This design comes from an exercise in tuning for small area on the open sky130 flow, not from production work. The RTL was checked by simulation tests, not by an equivalence proof against the original design. In every run shown here, the design's own scripts or RTL, not TritonCTS, make the clock network. The clock input has no modelled driver; a real chip could not lean on it and would need a root buffer or a full tree. Power and IR drop assume default switching activity.

<file path="constraint.sdc">
create_clock -name core_clock -period 40.0 [get_ports {clk}]
set_input_delay 8.0000 -clock core_clock [delete_from_list [all_inputs] [get_ports {clk}]]
set_output_delay 8.0000 -clock core_clock [all_outputs]
set_load 0.01 [all_outputs]
</file>
<file path="config.mk">
export PLATFORM = sky130hd
export DESIGN_NAME = uart_top
export DESIGN_NICKNAME = uart_top
export VERILOG_FILES = /design/flow/design.v
export SDC_FILE = /design/flow/constraint.sdc
export NUM_CORES = 4
export LEC_CHECK = 0
export CAP_MARGIN = 20
export CORE_MARGIN = 2
export CORE_UTILIZATION = 60
export PLACE_DENSITY = 0.8
export SLEW_MARGIN = 20
</file>
<file path="flow/cts_hook.tcl">
# PRE_CTS hook: build the clock tree by hand (flow/mytree.tcl) and turn the
# clock_tree_synthesis call that follows in cts.tcl into a no-op.
source $::env(MYFLOW_DIR)/mytree.tcl
my_clock_tree $::env(MY_CTS_ROOT) $::env(MY_CTS_LEAF) $::env(MY_CTS_NLEAF)
rename clock_tree_synthesis orig_clock_tree_synthesis
proc clock_tree_synthesis {args} { puts "clock tree built by flow/mytree.tcl" }
</file>
<file path="standard.sh">
#!/bin/bash
# synth_recipe.tcl (not shown) runs the flow's synth.tcl, then flattens the netlist and writes it again
# the make line also repeats each setting of config.mk as NAME=value (left out here)
make -C /OpenROAD-flow-scripts/flow DESIGN_CONFIG=/design/flow/config.mk WORK_HOME=/design/flow/orfs CLKGATE_MAP_FILE= SYNTH_SCRIPT=/design/flow/synth_recipe.tcl "${@:-finish}"
</file>
<file path="design.v">
`timescale 1ns / 1ps
module uart_top #(parameter WIDTH = 8,
                            BR = 115200,
                            CLK_FQ = 25000000)
                (  input clk,
                   input reset,
                   input rd_uart,
                   input wr_uart,
                   input rx,
                   input [WIDTH-1:0] w_data,
                   output [WIDTH-1:0] r_data,
                   output tx,
                   output rx_fifo_full,
                   output rx_fifo_empty,
                   output tx_fifo_full );
  reg [3:0] bcnt;
  wire tick = (bcnt == 4'd13);
  always @(posedge clk, negedge reset)
    if (!reset)     bcnt <= 4'd0;
    else if (tick)  bcnt <= 4'd0;
    else            bcnt <= bcnt + 4'd1;
  reg       rx_idle;
  reg [7:0] rc;
  reg [7:0] rb;
  wire rx_end  = ~rx_idle & tick & (rc == 8'h0F);
  always @(posedge clk, negedge reset)
    if (!reset)               rx_idle <= 1'b1;
    else if (rx_idle)         rx_idle <= rx;
    else if (rx_end)          rx_idle <= 1'b1;
  always @(posedge clk)
    if (rx_idle)              rc <= 8'h78;
    else if (tick)            rc <= rc + 8'd1;
  always @(posedge clk)
    if (~rx_idle & tick & rc[7] & (rc[3:0] == 4'hF))
      rb <= {rx, rb[7:1]};
  reg [7:0] ring [0:7];
  reg [2:0] rpos, wpos;
  reg       rfull, rpend;
  reg [7:0] rdata;
  wire r_same  = (rpos == wpos);
  wire r_empty = r_same & ~rfull;
  wire r_full  = r_same & rfull;
  wire r_push  = rx_end & ~r_full;
  wire r_pop   = rd_uart & ~r_empty;
  wire r_ins   = (r_push & (wpos == 3'd7)) | (rpend & (wpos == 3'd6));
  wire r_byp   = rpend & (rpos == wpos + 3'd1);
  integer i;
  always @(posedge clk) begin
    ring[0] <= r_ins ? rb : ring[7];
    for (i = 1; i < 8; i = i + 1)
      ring[i] <= ring[i-1];
  end
  always @(posedge clk, negedge reset)
    if (!reset) begin
      rpos <= 3'd0; wpos <= 3'd0; rfull <= 1'b0; rpend <= 1'b0; rdata <= 8'd0;
    end else begin
      if (!r_pop)  rpos <= rpos + 3'd1;
      if (!r_push) wpos <= wpos + 3'd1;
      if (r_push & ~r_pop)
        rfull <= (rpos + 3'd1 == wpos);
      else if (r_pop & ~r_push)
        rfull <= 1'b0;
      rpend <= (r_push | rpend) & ~r_ins;
      if (r_pop)
        rdata <= r_byp ? rb : ring[rpos];
    end
  assign r_data        = rdata;
  assign rx_fifo_full  = r_full;
  assign rx_fifo_empty = r_empty;
  reg [7:0] tring [0:7];
  reg [2:0] trpos, twpos;
  reg       tfull;
  wire t_same  = (trpos == twpos);
  wire t_empty = t_same & ~tfull;
  wire t_full  = t_same & tfull;
  wire t_push  = wr_uart & ~t_full;
  reg       tx_idle;
  wire t_pop   = tx_idle & ~t_empty;
  wire [2:0] t_wslot = twpos + 3'd1;
  integer j;
  always @(posedge clk) begin
    tring[0] <= (t_push & (t_wslot == 3'd0)) ? w_data : ~tring[7];
    for (j = 1; j < 8; j = j + 1)
      tring[j] <= (t_push & (t_wslot == j)) ? (j[0] ? ~w_data : w_data) : ~tring[j-1];
  end
  always @(posedge clk, negedge reset)
    if (!reset) begin
      trpos <= 3'd0; twpos <= 3'd0; tfull <= 1'b0;
    end else begin
      if (!t_pop)  trpos <= trpos + 3'd1;
      if (!t_push) twpos <= twpos + 3'd1;
      if (t_push & ~t_pop)
        tfull <= (trpos + 3'd1 == twpos);
      else if (t_pop & ~t_push)
        tfull <= 1'b0;
    end
  assign tx_fifo_full = t_full;
  reg [7:0] tc;
  reg [7:0] tb;
  reg       tbv;
  reg       txr;
  wire tx_data  = ~tx_idle & tc[7];
  wire tx_start = ~tx_idle & (tc[7:4] == 4'h7);
  wire tx_end   = ~tx_idle & tick & (tc == 8'h0F);
  wire tb_head  = ~tx_data & ~tx_start & ~t_empty & (trpos == 3'd7);
  wire tb_pop   = tx_start & ~tbv & (trpos == 3'd6);
  always @(posedge clk, negedge reset)
    if (!reset)               tx_idle <= 1'b1;
    else if (tx_idle)         tx_idle <= t_empty;
    else if (tx_end)          tx_idle <= 1'b1;
  always @(posedge clk)
    if (tx_idle)              tc <= 8'h70;
    else if (tick)            tc <= tc + 8'd1;
  always @(posedge clk)
    if (tb_head | tb_pop) tb <= ~tring[7];
  always @(posedge clk, negedge reset)
    if (!reset)               tbv <= 1'b0;
    else if (tx_data)         tbv <= 1'b0;
    else if (tb_head | tb_pop) tbv <= 1'b1;
  always @(posedge clk, negedge reset)
    if (!reset)               txr <= 1'b1;
    else if (tx_idle)         txr <= 1'b1;
    else if (tc[7])           txr <= tb[tc[6:4]];
    else                      txr <= (tc[6:4] != 3'd7);
  assign tx = txr;
endmodule
</file>
<file path="flow/mytree.tcl">
# Manual clock tree: clk -> one root buffer -> NLEAF leaf buffers, each
# driving one k-means cluster of the clock sinks. Replaces TritonCTS.
proc my_clock_tree {root_cell leaf_cell nleaf} {
  set block [ord::get_db_block]
  set db [ord::get_db]
  set clk [$block findNet clk]
  set sinks {}
  foreach it [$clk getITerms] {
    if {[$it isInputSignal] || [[$it getMTerm] getSigType] == "CLOCK" || [$it getMTerm] != "NULL"} {
      lappend sinks $it
    }
  }
  # sink coordinates
  set pts {}
  foreach it $sinks {
    set inst [$it getInst]
    set bb [$inst getBBox]
    lappend pts [list [expr {([$bb xMin]+[$bb xMax])/2.0}] [expr {([$bb yMin]+[$bb yMax])/2.0}]]
  }
  set n [llength $pts]
  # k-means, initial centres spread by sorting on x then y
  set cent {}
  set srt [lsort -real -index 0 $pts]
  for {set k 0} {$k < $nleaf} {incr k} {
    lappend cent [lindex $srt [expr {int(($k + 0.5) * $n / $nleaf)}]]
  }
  set cap [expr {($n + $nleaf - 1) / $nleaf}]
  for {set iter 0} {$iter < 30} {incr iter} {
    # capacitated assignment: nearest pairs first, at most cap sinks a leaf
    set pairs {}
    set i 0
    foreach p $pts {
      for {set k 0} {$k < $nleaf} {incr k} {
        set c [lindex $cent $k]
        lappend pairs [list [expr {abs([lindex $p 0]-[lindex $c 0]) + abs([lindex $p 1]-[lindex $c 1])}] $i $k]
      }
      incr i
    }
    set pairs [lsort -real -index 0 $pairs]
    set asg [lrepeat $n -1]
    set cnt [lrepeat $nleaf 0]
    foreach pr $pairs {
      lassign $pr d i k
      if {[lindex $asg $i] >= 0} continue
      if {[lindex $cnt $k] >= $cap} continue
      lset asg $i $k
      lset cnt $k [expr {[lindex $cnt $k] + 1}]
    }
    set newc {}
    for {set k 0} {$k < $nleaf} {incr k} {
      set sx 0; set sy 0; set m 0
      foreach p $pts a $asg { if {$a == $k} { set sx [expr {$sx+[lindex $p 0]}]; set sy [expr {$sy+[lindex $p 1]}]; incr m } }
      if {$m > 0} { lappend newc [list [expr {$sx/$m}] [expr {$sy/$m}]] } else { lappend newc [lindex $cent $k] }
    }
    set cent $newc
  }
  # root buffer at the centre of the leaf centres
  set rx 0; set ry 0
  foreach c $cent { set rx [expr {$rx+[lindex $c 0]}]; set ry [expr {$ry+[lindex $c 1]}] }
  set rx [expr {int($rx/$nleaf)}]; set ry [expr {int($ry/$nleaf)}]
  set rm [$db findMaster $root_cell]
  set lm [$db findMaster $leaf_cell]
  set root [odb::dbInst_create $block $rm clkbuf_root]
  $root setLocation $rx $ry
  $root setPlacementStatus PLACED
  set rnet [odb::dbNet_create $block clknet_root]
  $rnet setSigType CLOCK
  [$root findITerm A] connect $clk
  [$root findITerm X] connect $rnet
  for {set k 0} {$k < $nleaf} {incr k} {
    set c [lindex $cent $k]
    set b [odb::dbInst_create $block $lm clkbuf_leaf_$k]
    $b setLocation [expr {int([lindex $c 0])}] [expr {int([lindex $c 1])}]
    $b setPlacementStatus PLACED
    set net [odb::dbNet_create $block clknet_leaf_$k]
    $net setSigType CLOCK
    [$b findITerm A] connect $rnet
    [$b findITerm X] connect $net
    foreach it $sinks a $asg {
      if {$a == $k} { $it disconnect; $it connect $net }
    }
  }
  puts "my_clock_tree: $n sinks, root $root_cell, $nleaf x $leaf_cell"
}
</file>
<file path="flow/run.sh">
#!/bin/bash
# Standard layout (the standard.sh) with these changes:
#  - ports buffered with buf_1
#  - clock tree built by flow/mytree.tcl: a root buffer and balanced
#    clusters of sinks, each cluster driven by one leaf buffer
# Every tool's output goes to standard.log here (ORFS's own logs are kept
# under orfs/logs).
export MYFLOW_DIR=$PWD/flow
export MY_CTS_ROOT=sky130_fd_sc_hd__clkbuf_16
export MY_CTS_LEAF=sky130_fd_sc_hd__clkbuf_8
export MY_CTS_NLEAF=${MY_CTS_NLEAF:-10}
export BUFFER_PORTS_ARGS="-buffer_cell sky130_fd_sc_hd__buf_1"
export PRE_CTS_TCL=$PWD/flow/cts_hook.tcl
bash standard.sh > standard.log 2>&1
</file>
==> run notes, run 1 <==
status=finished clean; VDD IR max=0.03743 mV; hold-fix buffers at CTS=0; synth cell count leaders=dfxtp_1 (144), nor2_1 (59), mux2i_1 (36), a21oi_1 (35), nand2_1 (32); combinational power share=24.4%; FF-to-FF End=rdata[2]; Worst-path clk slew=0.12 ns; Placer Congestion=0.7841; layout cell share with drive strength beyond 1=6.621%; sequential share of power=57.8%; Layout fillers=821; Seq/Total Area, Yosys=60.67%; die height=110.7 um; P&R area growth vs syn=4.600%; Crit Reg-Reg Startpoint=rpos[1]; Worst-Margin Slew=0.8259 ns; max cap viols=0; Setup TNS Final=0 ns; number of DRC markers in iteration 0=299; crit path to=rx_fifo_full; Total GRT Usage=19.36%; post-route ant nets=0; RSZ-0062 raised after global routing=false; WS Path Type=reg -> out; Syn Std Cell Area=6828 um2; Post-synth EDFFs=16; fin nets=625; num rows=38; CP Max Fanout=17; TritonRoute pass-1 iters=5; sw frac=30.75%; R2R setup slack=37.39 ns; final setup fails=0; synthesis warning total=3; Area contributors post-synth=dfxtp_1 (42%), dfrtp_1 (10%), edfxtp_1 (7.0%), mux2i_1 (5.3%), ha_1 (3.8%); vias per inst=5.695; core box area=10980 um2; num ports=25; Worst EP required=32.00 ns; global-route wire length before repair=20430 um; Tmin final=9.935 ns; Final Skew=0.02516 ns; Fin. Hold Viols=0; Clock Power Share=17.8%; Seq cells post-synth=191; grt ovf=0; async set-reset flop share out of synthesis=16.23%; average wire per cell in the routed design=16.10 um; Leak=0.003103 uW; Synth Instances=585; Main synth FF type=dfxtp_1; initial antenna violation count=0; Net Count, Synth=619; Startpoint Class=register; FMAX=0.1007 GHz; vias in the first global route=4291; most numerous cell in the Yosys netlist=dfxtp_1; IO buf count=24; later-pin clock latency in the skew report=0.38 ns; worst relative slew slack=44.94%; Routed Wire Length=11740 um; power per cell area=62.54 nW/um2; Int Pwr=309.3 uW; post-synth top area share=42.22%; drt drc=0; Post CTS Setup Buffer Count=0; cts repair resizes=0; CP arrival=1.93 ns; crit end category=output port; Hold/Removal Path Class=reg -> reg; effective utilization at floorplan=62.17%; Final Max Slew Viols=0; Final Total Pwr=446.7 uW; antenna cells=0; worst setup path startpoint=rpos[2]; die width=110.7 um; final period utilization=24.84%; total number of vias=4152; P_sw=137.4 uW; Avg Cell Area, Syn=11.67 um2; Post-DP HPWL=8040 um; R2R depth=7; die area=12250 um2; pin count of the biggest net entering global routing=32; cell taking the most area after synthesis=dfxtp_1; Yosys cell types=53
## layout make-up
| type | instances | area [um2] | area share [%] |
|---|---|---|---|
| tap | 140 | 175.2 | 2.453 |
| sequential | 191 | 4143 | 58.01 |
| inverter | 21 | 78.83 | 1.104 |
| multi-input combinational | 341 | 2484 | 34.78 |
| buffer | 11 | 162.7 | 2.278 |
| timing repair buffer | 25 | 98.84 | 1.384 |
## through the flow
stage / instances / cell area (um2) / utilization [%] / setup WS (ns) / hold WS [ns]
2_1_floorplan: 585 / 6828 / - / 30.75 / 0.3305
3_3_place_gp: 718 / 6974 / 63.50 / 30.55 / 0.3351
3_5_place_dp: 718 / 6974 / 63.50 / 30.50 / 0.3372
4_1_cts: 729 / 7137 / 64.98 / 30.49 / 0.3379
5_1_grt: 729 / 7142 / 65.03 / 29.96 / 0.3567
6_report: 729 / 7142 / 65.03 / 30.07 / 0.3550
## layout by cell type, fill, tap and decap left out, types with 17 or more instances in the layout
cell type,instances
ha_1,21
a21oi_1,35
buf_1,23
inv_1,21
mux2i_1,36
nand2_1,32
dfrtp_1,28
dfxtp_1,144
nor2_1,59
xnor2_1,17
## sequential cells by signal, summed over array words and instances (netlist names), 3 cells and up
signal and flops:
twpos 3, wpos 3, trpos 3, rc 8, tc 8, rb 8, rdata 8, ring 64
tb 8, rpos 3, bcnt 4, tring 64
## power by group through the flow
| stage | sequential, uW | clock [uW] | combinational, uW |
|---|---|---|---|
| finish | 258 | 79.4 | 109 |
| global route | 263 | 88.2 | 123 |
| global placement | 261 | 0 | 104 |
| detailed placement | 262 | 0 | 109 |
| floorplan | 254 | 0 | 86.9 |
| CTS | 263 | 59.7 | 110 |
## per-layer routing
| metal | share of wire [%] | GRT usage [%] |
|---|---|---|
| met1 | 46 | 26.86 |
| met3 | 4.4 | 2.132 |
| met5 | 0 | 0 |
| met2 | 48 | 33.78 |
| met4 | 1.3 | 2.833 |
## critical path: stages (launching register included)
cell     delay, ns
dfrtp_1       0.80
xor2_1        0.23
nor4b_4       0.34
buf_1         0.19
## cells by family after synthesis
group           count (synthesis)  synth area share [%]
flops                         191                 60.67
simple gates                  145                 10.66
compound gates                 93                 9.108
buf+inv                        53                 3.024
mux                            50                 8.356
xor+xnor                       32                 4.325
fa+ha+maj                      21                 3.848
## worst min-delay path by stage
stage	start	endpoint	slack [ns]	depth (start not counted)
global route	ring[1][7]	ring[2][7]	0.36	0
global placement	ring[6][7]	ring[7][7]	0.34	0
finish	ring[1][7]	ring[2][7]	0.36	0
floorplan	ring[3][0]	ring[4][0]	0.33	0
CTS	ring[1][3]	ring[2][3]	0.34	0
detailed placement	ring[2][7]	ring[3][7]	0.34	0
==> inputs of run 2 (changes only) <==
--- a/config.mk
+++ b/config.mk
@@ -6,7 +6,7 @@
 export NUM_CORES = 4
 export LEC_CHECK = 0
-export CAP_MARGIN = 20
+export CAP_MARGIN = 5
 export CORE_MARGIN = 2
 export CORE_UTILIZATION = 60
 export PLACE_DENSITY = 0.8
-export SLEW_MARGIN = 20
+export SLEW_MARGIN = 5
==> run notes, run 2 <==
status=finished clean (unchanged); Fin. Hold Viols=0 (unchanged); num rows=38 (unchanged); sequential share of power=57.8% (about the same); sw frac=30.77% (was 30.75%); layout cell share with drive strength beyond 1=6.452% (was 6.621%); Seq/Total Area, Yosys=60.67% (unchanged); Seq cells post-synth=191 (unchanged); Post-DP HPWL=8040 um (unchanged); Post CTS Setup Buffer Count=0 (unchanged); CP Depth=3 (unchanged); Worst-Margin Slew=1.171 ns (was 0.8259 ns); max cap viols=0 (unchanged); final setup fails=0 (unchanged); cts repair resizes=0 (unchanged); die height=110.7 um (unchanged); later-pin clock latency in the skew report=0.37 ns (was 0.38 ns); final instance area=7137 um2 (was 7142 um2); Main synth FF type=dfxtp_1 (unchanged); IO buf count=24 (unchanged); global-route wire length before repair=20430 um (unchanged); WS Path Type=reg -> out (unchanged); total number of vias=4162 (was 4152); worst relative slew slack=21.77% (was 44.94%); Synth Instances=585 (unchanged); Slowest cell on crit path=dfrtp_1 (unchanged); placed cell area=6974 um2 (unchanged); crit end category=output port (unchanged); most numerous cell in the Yosys netlist=dfxtp_1 (unchanged); Syn Std Cell Area=6828 um2 (unchanged); synthesis warning total=3 (unchanged); commonest non-fill, non-tap cell in the layout=dfxtp_1 (unchanged); async set-reset flop share out of synthesis=16.23% (unchanged); worst setup path startpoint=rpos[2] (unchanged); CP bufs+invs=1 (unchanged); Leak=0.003103 uW (about the same); num ports=25 (unchanged); worst hold path stage count=0 (unchanged); final period utilization=24.84% (about the same); R2R depth=3 (was 7); core box area=10980 um2 (unchanged); Placer Congestion=0.7841 (unchanged); Startpoint Class=register (unchanged); post-synth top area share=42.22% (unchanged); most used routing layer=met2 (unchanged); FMAX=0.1006 GHz (was 0.1007 GHz); Final Max Slew Viols=0 (unchanged); Crit Reg-Reg Startpoint=bcnt[1] (was rpos[1]); die width=110.7 um (unchanged); Setup TNS Final=0 ns (unchanged); post-route ant nets=0 (unchanged); Worst EP required=32.00 ns (about the same); RSZ-0062 raised after global routing=false (unchanged); vias per inst=5.709 (was 5.695); Routed Wire Length=11740 um (about the same); Net Count, Synth=619 (unchanged); M1 GR Usage=26.86% (unchanged); power per cell area=62.61 nW/um2 (was 62.54 nW/um2); commonest non-fill, non-tap cells in the layout=dfxtp_1 (144), nor2_1 (59), mux2i_1 (36) (unchanged); Hold/Removal Path Class=reg -> reg (unchanged); Int Pwr=309.3 uW (about the same); hold-fix buffers at CTS=0 (unchanged); TritonRoute pass-1 iters=5 (unchanged); cell taking the most area after synthesis=dfxtp_1 (unchanged); CP arrival=1.94 ns (was 1.93 ns); Total GRT Usage=19.36% (unchanged); Final Skew=0.02515 ns (was 0.02516 ns); initial antenna violation count=0 (unchanged); P&R area growth vs syn=4.526% (was 4.600%); average wire per cell in the routed design=16.11 um (was 16.10 um); pin count of the biggest net entering global routing=32 (unchanged); die area=12250 um2 (unchanged); Avg Cell Area, Syn=11.67 um2 (unchanged); effective utilization at floorplan=62.17% (unchanged); R2R setup slack=37.32 ns (was 37.39 ns); vias in the first global route=4291 (unchanged); synth cell count leaders=dfxtp_1 (144), nor2_1 (59), mux2i_1 (36), a21oi_1 (35), nand2_1 (32) (unchanged); worst hold start=ring[1][3] (was ring[1][7]); Area contributors post-synth=dfxtp_1 (42%), dfrtp_1 (10%), edfxtp_1 (7.0%), mux2i_1 (5.3%), ha_1 (3.8%) (unchanged); Clock Power Share=17.8% (about the same); Worst-path clk slew=0.11 ns (was 0.12 ns); Regs by FF count=ring x64, tring x64 (unchanged); GRT met3 Usage=2.132% (unchanged); CP Cell Sequence=xor2_1, nor4b_4, buf_1 (unchanged); Yosys cell types=53 (unchanged); CP Max Fanout=17 (unchanged); grt ovf=0 (unchanged); VDD IR max=0.03743 mV (about the same); number of DRC markers in iteration 0=299 (unchanged); fin nets=625 (unchanged); combinational power share=24.5% (was 24.4%); antenna cells=0 (unchanged); met2 Use GR=33.78% (unchanged); Tmin final=9.937 ns (was 9.935 ns); slowest stage delay, CP=0.80 ns (about the same); delay-heaviest family, CP=flip-flops (unchanged); drt drc=0 (unchanged); Post-synth EDFFs=16 (unchanged); P_sw=137.5 uW (was 137.4 uW)
-- run 2: cell counts after synthesis --
No cell type changed its count.
-- run 2: worst paths after layout --
path / endpoint
max: rx_fifo_full
min: ring[2][3]
max reg2reg: rb[7]
min reg2reg: ring[2][3]
max in group asynchronous: tbv
min in group asynchronous: bcnt[1]
-- run 2: kinds of logic (layout without fill, tap and decap cells) --
logic type               Yosys count  in the layout  share of synthesized area, %
XOR/XNOR                          32             32                         4.325
adder cells (fa/ha/maj)           21             21                         3.848
buffers and inverters             53             57                         3.024
AND/OR/NAND/NOR                  145            145                         10.66
flip-flops                       191            191                         60.67
AO/OA/AOI/OAI                     93             93                         9.108
multiplexers                      50             50                         8.356
-- run 2: cell type report --
class                   instances  area (um2)
plain buffers                  11       162.7
fillers                       824        3846
inverters                      21       78.83
multi-input cells             341        2479
flip-flops and latches        191        4143
well taps                     140       175.2
repair buffers                 25       98.84
-- run 2: power groups by stage --
stage                     registers [uW]  logic, uW  clock network, uW
after CTS                            263        110               59.7
final                                258        109               79.4
after global routing                 263        123               88.2
after global placement               261        104                  0
after detailed placement             262        109                  0
after floorplan                      254       86.9                  0
-- run 2: worst reg2reg max path: cells and delay by family (launching register included) --
family           cells  cell delay, ns
flip-flops           1            0.44
AND/OR/NAND/NOR      3            1.85
-- run 2: stage by stage --
step                      util [%]  hold WS, ns  setup slack, ns  instances  total power (uW)
after floorplan                  -       0.3305            30.75        585             340.9
after global placement       63.50       0.3351            30.55        718             364.8
after detailed placement     63.50       0.3372            30.50        718             371.5
after CTS                    64.98       0.3379            30.49        729             432.6
after global routing         64.98       0.3567            29.96        729             473.6
final                        64.98       0.3560            30.06        729             446.8
-- run 2: metal layers --
layer  part of all wire (%)  vias up  wire length, um
met5                      0        -                0
met4                    1.3        0              152
met3                    4.3       13              506
met2                     48       84             5609
met1                     47     2026             5472
li1                       -     2039                -
==> inputs of run 3 (changes only) <==
--- a/flow/run.sh
+++ b/flow/run.sh
@@ -2,4 +2,5 @@
 # Standard layout (the standard.sh) with these changes:
 #  - ports buffered with buf_1
+#  - before CTS, cells sized down where setup slack allows
 #  - clock tree built by flow/mytree.tcl: a root buffer and balanced
 #    clusters of sinks, each cluster driven by one leaf buffer
==> flow/cts_hook.tcl (replaced) <==
# PRE_CTS hook:
#  1. size cells down where setup slack allows (repair_timing -recover_power)
#  2. build the clock tree by hand (flow/mytree.tcl) and turn the
#     clock_tree_synthesis call that follows in cts.tcl into a no-op.
estimate_parasitics -placement
repair_timing -recover_power 100 -verbose
source $::env(MYFLOW_DIR)/mytree.tcl
my_clock_tree $::env(MY_CTS_ROOT) $::env(MY_CTS_LEAF) $::env(MY_CTS_NLEAF)
rename clock_tree_synthesis orig_clock_tree_synthesis
proc clock_tree_synthesis {args} { puts "clock tree built by flow/mytree.tcl" }
--- a/config.mk
+++ b/config.mk
@@ -6,7 +6,7 @@
 export NUM_CORES = 4
 export LEC_CHECK = 0
-export CAP_MARGIN = 5
+export CAP_MARGIN = 20
 export CORE_MARGIN = 2
 export CORE_UTILIZATION = 60
 export PLACE_DENSITY = 0.8
-export SLEW_MARGIN = 5
+export SLEW_MARGIN = 20
==> run notes, run 3 <==
post-synth top area share=42.22% (unchanged); M1 GR Usage=26.93% (was 26.86%); antenna cells=0 (unchanged); RSZ-0062 raised after global routing=false (unchanged); vias in the first global route=4295 (was 4291); Worst Slack Setup Final=29.92 ns (was 30.06 ns); worst setup path startpoint=rpos[2] (unchanged); post-route ant nets=0 (unchanged); hold-fix buffers at CTS=0 (unchanged); final period utilization=25.20% (was 24.84%); Net Count, Synth=619 (unchanged); R2R setup slack=36.89 ns (was 37.32 ns); crit end category=output port (unchanged); Placer Congestion=0.7841 (unchanged); IO buf count=24 (unchanged); P_sw=136.9 uW (was 137.5 uW); fin nets=627 (was 625); async set-reset flop share out of synthesis=16.23% (unchanged); Layout fillers=826 (was 824); drt drc=0 (unchanged); Fin. Hold Viols=0 (unchanged); number of DRC markers in iteration 0=275 (was 299); GRT met3 Usage=2.132% (unchanged); Area contributors post-synth=dfxtp_1 (42%), dfrtp_1 (10%), edfxtp_1 (7.0%), mux2i_1 (5.3%), ha_1 (3.8%) (unchanged); P&R area growth vs syn=4.343% (was 4.526%); final setup fails=0 (unchanged); combinational power share=24.3% (was 24.5%); num rows=38 (unchanged); sw frac=30.67% (was 30.77%); Slowest cell on crit path=dfrtp_1 (unchanged); TritonRoute pass-1 iters=7 (was 5); Yosys cell types=53 (unchanged); Seq cells post-synth=191 (unchanged); Startpoint Class=register (unchanged); vias per inst=5.724 (was 5.709); cell taking the most area after synthesis=dfxtp_1 (unchanged); power per cell area=62.62 nW/um2 (was 62.61 nW/um2); Final Max Slew Viols=0 (unchanged); die height=110.7 um (unchanged); Int Pwr=309.3 uW (about the same); status=finished clean (unchanged); sequential share of power=57.9% (was 57.8%); Place WS=30.50 ns (unchanged); CP Max Fanout=17 (unchanged); most used routing layer=met2 (unchanged); later-pin clock latency in the skew report=0.38 ns (was 0.37 ns); Post-DP HPWL=8040 um (unchanged); worst hold start=ring[6][7] (was ring[1][3]); Avg Cell Area, Syn=11.67 um2 (unchanged); num ports=25 (unchanged); Setup TNS Final=0 ns (unchanged); commonest non-fill, non-tap cells in the layout=dfxtp_1 (144), nor2_1 (59), mux2i_1 (36) (unchanged); Worst-path clk slew=0.11 ns (about the same); Clock Power Share=17.8% (about the same); Total GRT Usage=19.38% (was 19.36%); CP arrival=2.08 ns (was 1.94 ns); average wire per cell in the routed design=16.16 um (was 16.11 um); Post CTS Setup Buffer Count=0 (unchanged); synthesis warning total=3 (unchanged); grt ovf=0 (unchanged); die area=12250 um2 (unchanged); Worst-Margin Slew=0.8089 ns (was 1.171 ns); Tmin final=10.08 ns (was 9.937 ns); global-route wire length before repair=20440 um (was 20430 um); Regs by FF count=ring x64, tring x64 (unchanged); worst relative slew slack=46.07% (was 21.77%); Main synth FF type=dfxtp_1 (unchanged); Post-synth EDFFs=16 (unchanged); met2 Use GR=33.78% (unchanged); Crit Reg-Reg Startpoint=bcnt[1] (unchanged); Routed Wire Length=11810 um (was 11740 um); CP bufs+invs=1 (unchanged); slowest stage delay, CP=0.80 ns (about the same); Seq/Total Area, Yosys=60.67% (unchanged); FMAX=0.09922 GHz (was 0.1006 GHz); Leak=0.003114 uW (was 0.003103 uW); Final Skew=0.02526 ns (was 0.02515 ns); CP Cell Sequence=xor2_1, nor4b_1, buf_1 (was xor2_1, nor4b_4, buf_1); most numerous cell in the Yosys netlist=dfxtp_1 (unchanged); initial antenna violation count=0 (unchanged); max cap viols=0 (unchanged); total number of vias=4184 (was 4162); Syn Std Cell Area=6828 um2 (unchanged); Synth Instances=585 (unchanged); Worst EP required=32.00 ns (about the same); synth cell count leaders=dfxtp_1 (144), nor2_1 (59), mux2i_1 (36), a21oi_1 (35), nand2_1 (32) (unchanged); cts repair resizes=0 (unchanged); pin count of the biggest net entering global routing=32 (unchanged); core box area=10980 um2 (unchanged); Hold/Removal Path Class=reg -> reg (unchanged); commonest non-fill, non-tap cell in the layout=dfxtp_1 (unchanged); effective utilization at floorplan=62.17% (unchanged); worst hold slack=0.3560 ns (about the same); WS Path Type=reg -> out (unchanged); die width=110.7 um (unchanged); delay-heaviest family, CP=flip-flops (unchanged); VDD IR max=0.03743 mV (about the same); layout cell share with drive strength beyond 1=6.261% (was 6.452%)
[run 3: layout make-up]
| type | count | area [um2] | area share, % |
|---|---|---|---|
| well taps | 140 | 175.2 | 2.459 |
| inverters | 21 | 78.83 | 1.106 |
| repair buffers | 27 | 130.1 | 1.826 |
| plain buffers | 11 | 162.7 | 2.283 |
| flip-flops and latches | 191 | 4143 | 58.15 |
| multi-input cells | 341 | 2435 | 34.18 |
[run 3: final timing paths]
kind / cells past startpoint / endpoint
worst max-delay path: 3 / rx_fifo_full
min in group asynchronous: 1 / bcnt[2]
worst max register to register: 6 / ring[0][2]
worst min-delay path: 0 / ring[7][7]
worst min register to register: 0 / ring[7][7]
max in group asynchronous: 2 / rx_idle
[run 3: power groups by stage]
stage | registers [uW] | clock network, uW | logic [uW]
after CTS | 263 | 59.7 | 109
after global placement | 261 | 0 | 104
after detailed placement | 262 | 0 | 109
after floorplan | 254 | 0 | 86.9
final | 258 | 79.4 | 109
after global routing | 263 | 88.2 | 122
[run 3: routing by layer]
layer | wire length (um) | part of all wire (%) | vias to the layer above
li1 | - | - | 2042
met1 | 5476 | 46 | 2034
met2 | 5625 | 48 | 95
met3 | 556 | 4.7 | 13
met4 | 152 | 1.3 | 0
met5 | 0 | 0 | -
[run 3: stage by stage]
step | power (uW) | util, % | std cells | instance area [um2]
2_1_floorplan | 340.9 | - | 585 | 6828
3_3_place_gp | 364.8 | 63.50 | 718 | 6974
3_5_place_dp | 371.5 | 63.50 | 718 | 6974
4_1_cts | 431.5 | 64.43 | 729 | 7077
5_1_grt | 472.8 | 64.87 | 731 | 7124
6_report | 446.1 | 64.87 | 731 | 7124
[run 3: kinds of logic (layout without fill, tap and decap cells)]
kind of cell | after synthesis | count (layout) | share of synthesized area (%)
muxes | 50 | 50 | 8.356
xor gates and xnor gates | 32 | 32 | 4.325
and+or+nand+nor | 145 | 145 | 10.66
AOI/OAI and AO/OA | 93 | 93 | 9.108
DFF | 191 | 191 | 60.67
buffers and inverters | 53 | 59 | 3.024
adders and majority gates | 21 | 21 | 3.848
[run 3: worst register-to-register path, cell delays in order, from the launching register on]
cell	delay, ns
dfrtp_1	0.44
and4b_1	0.54
nand4_1	0.37
nor4_2	0.71
a32oi_1	0.34
clkbuf_4	0.29
mux2_4	0.31
==> inputs of run 4 (changes only) <==
--- a/config.mk
+++ b/config.mk
@@ -6,7 +6,7 @@
 export NUM_CORES = 4
 export LEC_CHECK = 0
-export CAP_MARGIN = 20
+export CAP_MARGIN = 0
 export CORE_MARGIN = 2
 export CORE_UTILIZATION = 60
 export PLACE_DENSITY = 0.8
-export SLEW_MARGIN = 20
+export SLEW_MARGIN = 0
==> run notes, run 4 <==
status=finished clean (unchanged); die width=110.7 um (unchanged); Routed Wire Length=11810 um (about the same); Post-synth EDFFs=16 (unchanged); effective utilization at floorplan=62.17% (unchanged); CP Max Fanout=17 (unchanged); Seq/Total Area, Yosys=60.67% (unchanged); CP Cell Sequence=xor2_1, nor4b_1, buf_1 (unchanged); DP Cell Count=718 (unchanged); worst hold start=ring[6][7] (unchanged); Place WS=30.50 ns (unchanged); final period utilization=25.09% (was 25.20%); Area contributors post-synth=dfxtp_1 (42%), dfrtp_1 (10%), edfxtp_1 (7.0%), mux2i_1 (5.3%), ha_1 (3.8%) (unchanged); layout cell share with drive strength beyond 1=5.603% (was 6.261%); Tmin final=10.03 ns (was 10.08 ns); Hold Path Sink=ring[7][7] (unchanged); cell taking the most area after synthesis=dfxtp_1 (unchanged); Yosys cell types=53 (unchanged); Final Max Slew Viols=0 (unchanged); Slowest cell on crit path=dfrtp_1 (unchanged); Fin. Hold Viols=0 (unchanged); fin nets=625 (was 627); post-synth top area share=42.22% (unchanged); drt drc=0 (unchanged); most numerous cell in the Yosys netlist=dfxtp_1 (unchanged); Post-DP HPWL=8040 um (unchanged); grt ovf=0 (unchanged); post-synthesis mux area share=8.356% (unchanged); Final Total Pwr=445.7 uW (was 446.1 uW); Clock Power Share=17.8% (about the same); Main synth FF type=dfxtp_1 (unchanged); FMAX=0.09965 GHz (was 0.09922 GHz); Setup TNS Final=0 ns (unchanged); vias per inst=5.690 (was 5.724); Worst-Margin Slew=1.414 ns (was 0.8089 ns); FF-to-FF End=ring[0][2] (unchanged); Placer Congestion=0.7841 (unchanged); synthesis warning total=3 (unchanged); met2 Use GR=33.78% (unchanged); RSZ-0062 raised after global routing=false (unchanged); combinational family with the most area after synthesis=simple AND/OR/NAND/NOR gates (unchanged); synth cell count leaders=dfxtp_1 (144), nor2_1 (59), mux2i_1 (36), a21oi_1 (35), nand2_1 (32) (unchanged); WS Path Type=reg -> out (unchanged); antenna cells=0 (unchanged); sw frac=30.67% (about the same); worst relative slew slack=5.706% (was 46.07%); CP arrival=2.03 ns (was 2.08 ns); die area=12250 um2 (unchanged); Layout fillers=832 (was 826); R2R setup slack=36.37 ns (was 36.89 ns); Avg Cell Area, Syn=11.67 um2 (unchanged); num rows=38 (unchanged); Seq cells post-synth=191 (unchanged); Int Pwr=309.0 uW (was 309.3 uW); Total GRT Usage=19.38% (unchanged); Leak=0.003096 uW (was 0.003114 uW); Net Count, Synth=619 (unchanged); P&R area growth vs syn=3.665% (was 4.343%); combinational power share=24.3% (about the same); simple-gate share of the synthesized area=10.67% (unchanged); global-route wire length before repair=20440 um (unchanged); core box area=10980 um2 (unchanged); power per cell area=62.98 nW/um2 (was 62.62 nW/um2); total number of vias=4148 (was 4184); Worst Slack Setup Final=29.97 ns (was 29.92 ns); R2R depth=5 (was 6); worst hold path stage count=0 (unchanged); commonest non-fill, non-tap cells in the layout=dfxtp_1 (144), nor2_1 (59), mux2i_1 (36) (unchanged); Post-Synth XOR/XNOR Area=4.325% (unchanged); fin cells=729 (was 731); num ports=25 (unchanged); Synth Instances=585 (unchanged); sequential share of power=57.9% (about the same); pin count of the biggest net entering global routing=32 (unchanged); TritonRoute pass-1 iters=5 (was 7); Hold/Removal Path Class=reg -> reg (unchanged); Final Skew=0.02498 ns (was 0.02526 ns); slowest stage delay, CP=0.80 ns (about the same); vias in the first global route=4295 (unchanged); later-pin clock latency in the skew report=0.37 ns (was 0.38 ns); M1 GR Usage=26.93% (unchanged); Crit Reg-Reg Startpoint=bcnt[1] (unchanged); most used routing layer=met2 (unchanged); crit end category=output port (unchanged); average wire per cell in the routed design=16.20 um (was 16.16 um); Worst EP required=32.00 ns (about the same); hold-fix buffers at CTS=0 (unchanged); async set-reset flop share out of synthesis=16.23% (unchanged); Worst-path clk slew=0.11 ns (about the same); cts repair resizes=0 (unchanged); number of DRC markers in iteration 0=288 (was 275); die height=110.7 um (unchanged); initial antenna violation count=0 (unchanged); worst hold slack=0.3542 ns (was 0.3560 ns); post-route ant nets=0 (unchanged); final setup fails=0 (unchanged); GRT met3 Usage=2.132% (unchanged); Startpoint Class=register (unchanged); Syn Std Cell Area=6828 um2 (unchanged); max cap viols=0 (unchanged); IO buf count=24 (unchanged); P_sw=136.7 uW (was 136.9 uW); Synth Area in Compound Gates=9.108% (unchanged); commonest non-fill, non-tap cell in the layout=dfxtp_1 (unchanged); Post CTS Setup Buffer Count=0 (unchanged); Synth Area in Adders=3.848% (unchanged); Regs by FF count=ring x64, tring x64 (unchanged); VDD IR max=0.03745 mV (was 0.03743 mV)
## run 4: per-stage QoR
stage,area (um2),utilization [%]
after floorplan,6828,-
after global placement,6974,63.50
after detailed placement,6974,63.50
after CTS,7077,64.43
after global routing,7078,64.45
final,7078,64.45
## run 4: how the worst max path moves through the flow
| stage | from | end | slack, ns |
|---|---|---|---|
| floorplan | rpos[1] | rx_fifo_empty | 30.75 |
| global placement | rpos[2] | rx_fifo_full | 30.55 |
| detailed placement | wr_uart | tring[6][3] | 30.50 |
| CTS | rd_uart | rfull | 30.29 |
| global route | rpos[2] | rx_fifo_full | 29.88 |
| finish | rpos[2] | rx_fifo_full | 29.97 |
## run 4: per-layer routing
| metal | vias to the layer above | routed length [um] | share of wire (%) |
|---|---|---|---|
| met1 | 2008 | 5487 | 46 |
| li1 | 2036 | - | - |
| met2 | 88 | 5637 | 48 |
| met3 | 16 | 525 | 4.4 |
| met5 | - | 0 | 0 |
| met4 | 0 | 161 | 1.4 |
## run 4: power groups by stage
stage	clock network (uW)	registers, uW	logic (uW)
global route	88.2	263	122
global placement	0	261	104
detailed placement	0	262	109
CTS	59.7	263	109
finish	79.3	258	108
floorplan	0	254	86.9
## run 4: kinds of logic after synthesis
group	after synthesis
flip-flops	191
AND/OR/NAND/NOR	145
AO/OA/AOI/OAI	93
buffers and inverters	53
multiplexers	50
XOR/XNOR	32
adder cells (fa/ha/maj)	21
## run 4: cell type report
cell class              instances  area (um2)  share of cell area (%)
plain buffers                  11       162.7                   2.298
multi-input cells             341        2424                   34.24
flip-flops and latches        191        4143                   58.53
inverters                      21       78.83                   1.114
repair buffers                 25       95.09                   1.343
well taps                     140       175.2                   2.475
## run 4: worst max-delay path: cells and delay by family, from the launching register on
family,cells,cell delay [ns]
buffers and inverters,1,0.20
DFF,1,0.80
and+or+nand+nor,1,0.47
xor gates and xnor gates,1,0.19
==> inputs of run 5 (changes only) <==
--- a/config.mk
+++ b/config.mk
@@ -6,7 +6,7 @@
 export NUM_CORES = 4
 export LEC_CHECK = 0
-export CAP_MARGIN = 0
+export CAP_MARGIN = 5
 export CORE_MARGIN = 2
 export CORE_UTILIZATION = 60
 export PLACE_DENSITY = 0.8
-export SLEW_MARGIN = 0
+export SLEW_MARGIN = 5
==> run notes, run 5 <==
status=finished clean (unchanged); Slowest cell on crit path=dfrtp_1 (unchanged); final setup fails=0 (unchanged); power per cell area=62.83 nW/um2 (was 62.98 nW/um2); worst relative slew slack=18.42% (was 5.706%); Total GRT Usage=19.38% (unchanged); most numerous cell in the Yosys netlist=dfxtp_1 (unchanged); Crit Reg-Reg Startpoint=bcnt[1] (unchanged); layout cell share with drive strength beyond 1=5.763% (was 5.603%); num ports=25 (unchanged); core box area=10980 um2 (unchanged); post-route ant nets=0 (unchanged); CP bufs+invs=1 (unchanged); worst hold start=ring[6][7] (unchanged); Layout fillers=830 (was 832); vias in the first global route=4295 (unchanged); Worst-path clk slew=0.11 ns (about the same); die width=110.7 um (unchanged); drt drc=0 (unchanged); CP Cell Sequence=xor2_1, nor4b_1, buf_1 (unchanged); R2R setup slack=36.52 ns (was 36.37 ns); antenna cells=0 (unchanged); Leak=0.003101 uW (was 0.003096 uW); average wire per cell in the routed design=16.10 um (was 16.20 um); CP Max Fanout=17 (unchanged); Routed Wire Length=11750 um (was 11810 um); Setup TNS Final=0 ns (unchanged); final period utilization=25.06% (was 25.09%); total number of vias=4164 (was 4148); number of DRC markers in iteration 0=303 (was 288); vias per inst=5.704 (was 5.690); Seq/Total Area, Yosys=60.67% (unchanged); die area=12250 um2 (unchanged); async set-reset flop share out of synthesis=16.23% (unchanged); Area contributors post-synth=dfxtp_1 (42%), dfrtp_1 (10%), edfxtp_1 (7.0%), mux2i_1 (5.3%), ha_1 (3.8%) (unchanged); fin nets=626 (was 625); effective utilization at floorplan=62.17% (unchanged); worst hold path stage count=0 (unchanged); synth cell count leaders=dfxtp_1 (144), nor2_1 (59), mux2i_1 (36), a21oi_1 (35), nand2_1 (32) (unchanged); Final Max Slew Viols=0 (unchanged); grt ovf=0 (unchanged); pin count of the biggest net entering global routing=32 (unchanged); Regs by FF count=ring x64, tring x64 (unchanged); Placer Congestion=0.7841 (unchanged); synthesis warning total=3 (unchanged); IO buf count=24 (unchanged); post-synth top area share=42.22% (unchanged); Main synth FF type=dfxtp_1 (unchanged); Yosys cell types=53 (unchanged); fin util=64.51% (was 64.45%); TritonRoute pass-1 iters=5 (unchanged); WS Path Type=reg -> out (unchanged); R2R depth=6 (was 5); initial antenna violation count=0 (unchanged); CP arrival=2.02 ns (was 2.03 ns); Hold/Removal Path Class=reg -> reg (unchanged); VDD IR max=0.03734 mV (was 0.03745 mV); hold-fix buffers at CTS=0 (unchanged); Startpoint Class=register (unchanged); RSZ-0062 raised after global routing=false (unchanged); Tmin final=10.02 ns (was 10.03 ns); slowest stage delay, CP=0.79 ns (was 0.80 ns); Hold Path Sink=ring[7][7] (unchanged); max cap viols=0 (unchanged); delay-heaviest family, CP=flip-flops (unchanged); Avg Cell Area, Syn=11.67 um2 (unchanged); cell taking the most area after synthesis=dfxtp_1 (unchanged); num rows=38 (unchanged); P&R area growth vs syn=3.775% (was 3.665%); crit end category=output port (unchanged); Worst EP required=32.00 ns (about the same); Final Skew=0.02452 ns (was 0.02498 ns); Synth Instances=585 (unchanged); commonest non-fill, non-tap cell in the layout=dfxtp_1 (unchanged); worst hold slack=0.3537 ns (was 0.3542 ns); Syn Std Cell Area=6828 um2 (unchanged); Post-DP HPWL=8040 um (unchanged); commonest non-fill, non-tap cells in the layout=dfxtp_1 (144), nor2_1 (59), mux2i_1 (36) (unchanged); Worst-Margin Slew=1.213 ns (was 1.414 ns); die height=110.7 um (unchanged); Post-synth EDFFs=16 (unchanged); cts repair resizes=0 (unchanged); global-route wire length before repair=20440 um (unchanged); later-pin clock latency in the skew report=0.37 ns (about the same); Fin. Hold Viols=0 (unchanged); Post CTS Setup Buffer Count=0 (unchanged); Seq cells post-synth=191 (unchanged); FMAX=0.09975 GHz (was 0.09965 GHz); Net Count, Synth=619 (unchanged); FF-to-FF End=ring[0][2] (unchanged)
-- run 5: cell counts after synthesis --
No cell type changed its count.
-- run 5: where the power goes --
group | switching [uW] | internal, uW
Sequential | 22.1 | 236
Clock | 51.9 | 27.4
Combinational | 62.3 | 45.6
-- run 5: kinds of logic after synthesis --
group           after synthesis  share of synthesized area, %
fa+ha+maj                    21                         3.848
compound gates               93                         9.108
buf+inv                      53                         3.024
xor+xnor                     32                         4.325
flops                       191                         60.67
simple gates                145                         10.66
mux                          50                         8.356
-- run 5: worst max-delay path by stage --
stage                 start       endpoint  slack (ns)  cells past startpoint
floorplan           rpos[1]  rx_fifo_empty       30.75                      3
global placement    rpos[2]   rx_fifo_full       30.55                      3
detailed placement  wr_uart    tring[6][3]       30.50                      4
CTS                 rd_uart          rfull       30.29                      7
global route        rpos[2]   rx_fifo_full       29.88                      3
finish              rpos[2]   rx_fifo_full       29.98                      3
-- run 5: metrics by stage --
step / std cells / area (um2) / power (uW) / setup slack, ns
after floorplan: 585 / 6828 / 340.9 / 30.75
after global placement: 718 / 6974 / 364.8 / 30.55
after detailed placement: 718 / 6974 / 371.5 / 30.50
after CTS: 729 / 7077 / 431.5 / 30.29
after global routing: 730 / 7086 / 472.4 / 29.88
final: 730 / 7086 / 445.2 / 29.98
-- run 5: area by class of cell --
type / count / area [um2] / share of cell area (%)
sequential: 191 / 4143 / 58.47
multi-input combinational: 341 / 2424 / 34.20
tap: 140 / 175.2 / 2.472
buffer: 11 / 162.7 / 2.296
timing repair buffer: 26 / 102.6 / 1.448
inverter: 21 / 78.83 / 1.112
-- run 5: layer usage --
layer	GRT usage [%]	up-vias	part of all wire (%)
met3	2.132	13	4.6
li1	-	2035	-
met4	2.833	0	1.3
met5	0	-	0
met1	26.93	2024	46
met2	33.78	92	48
-- run 5: worst reg2reg max path, stage by stage (launching register included) --
cell	delay, ns
dfrtp_1	0.44
and4b_1	0.54
nand4_1	0.34
nor4_1	1.06
a32oi_1	0.38
buf_4	0.30
mux2_4	0.30

re-timing with driven ports:
The results above use ideal ports. As a check the final layouts listed here were re-extracted and re-timed, cells and wires unchanged.
Step 1 sets driving cells, clkbuf_16 on the clock port and buf_2 on the other inputs (assumed; they add their load-dependent delay and slew).
Step 2 moves the port delays by t, midway between the first and last clock arrival at a register: inputs arrive t later, outputs are due t later. That takes back most of the time a late clock gives input paths.
Three values: ideal ports, drivers, drivers and shift; two values: the first two.
run | shift t [ns] | setup WS [ns] | worst hold slack (ns) | latest minus earliest clock arrival (ns)
run 1 | 0.398 | 30.065 / 30.030 / 30.428 | 0.355 / 0.355 / 0.355 | 0.026 / 0.025
run 2 | 0.398 | 30.063 / 30.027 / 30.425 | 0.356 / 0.356 / 0.356 | 0.025 / 0.026
run 3 | 0.399 | 29.922 / 29.886 / 30.285 | 0.356 / 0.356 / 0.356 | 0.026 / 0.026
run 4 | 0.398 | 29.965 / 29.929 / 30.294 | 0.354 / 0.354 / 0.354 | 0.025 / 0.025
run 5 | 0.397 | 29.975 / 29.939 / 30.281 | 0.354 / 0.354 / 0.354 | 0.025 / 0.025
After both steps every run listed still meets setup and hold.
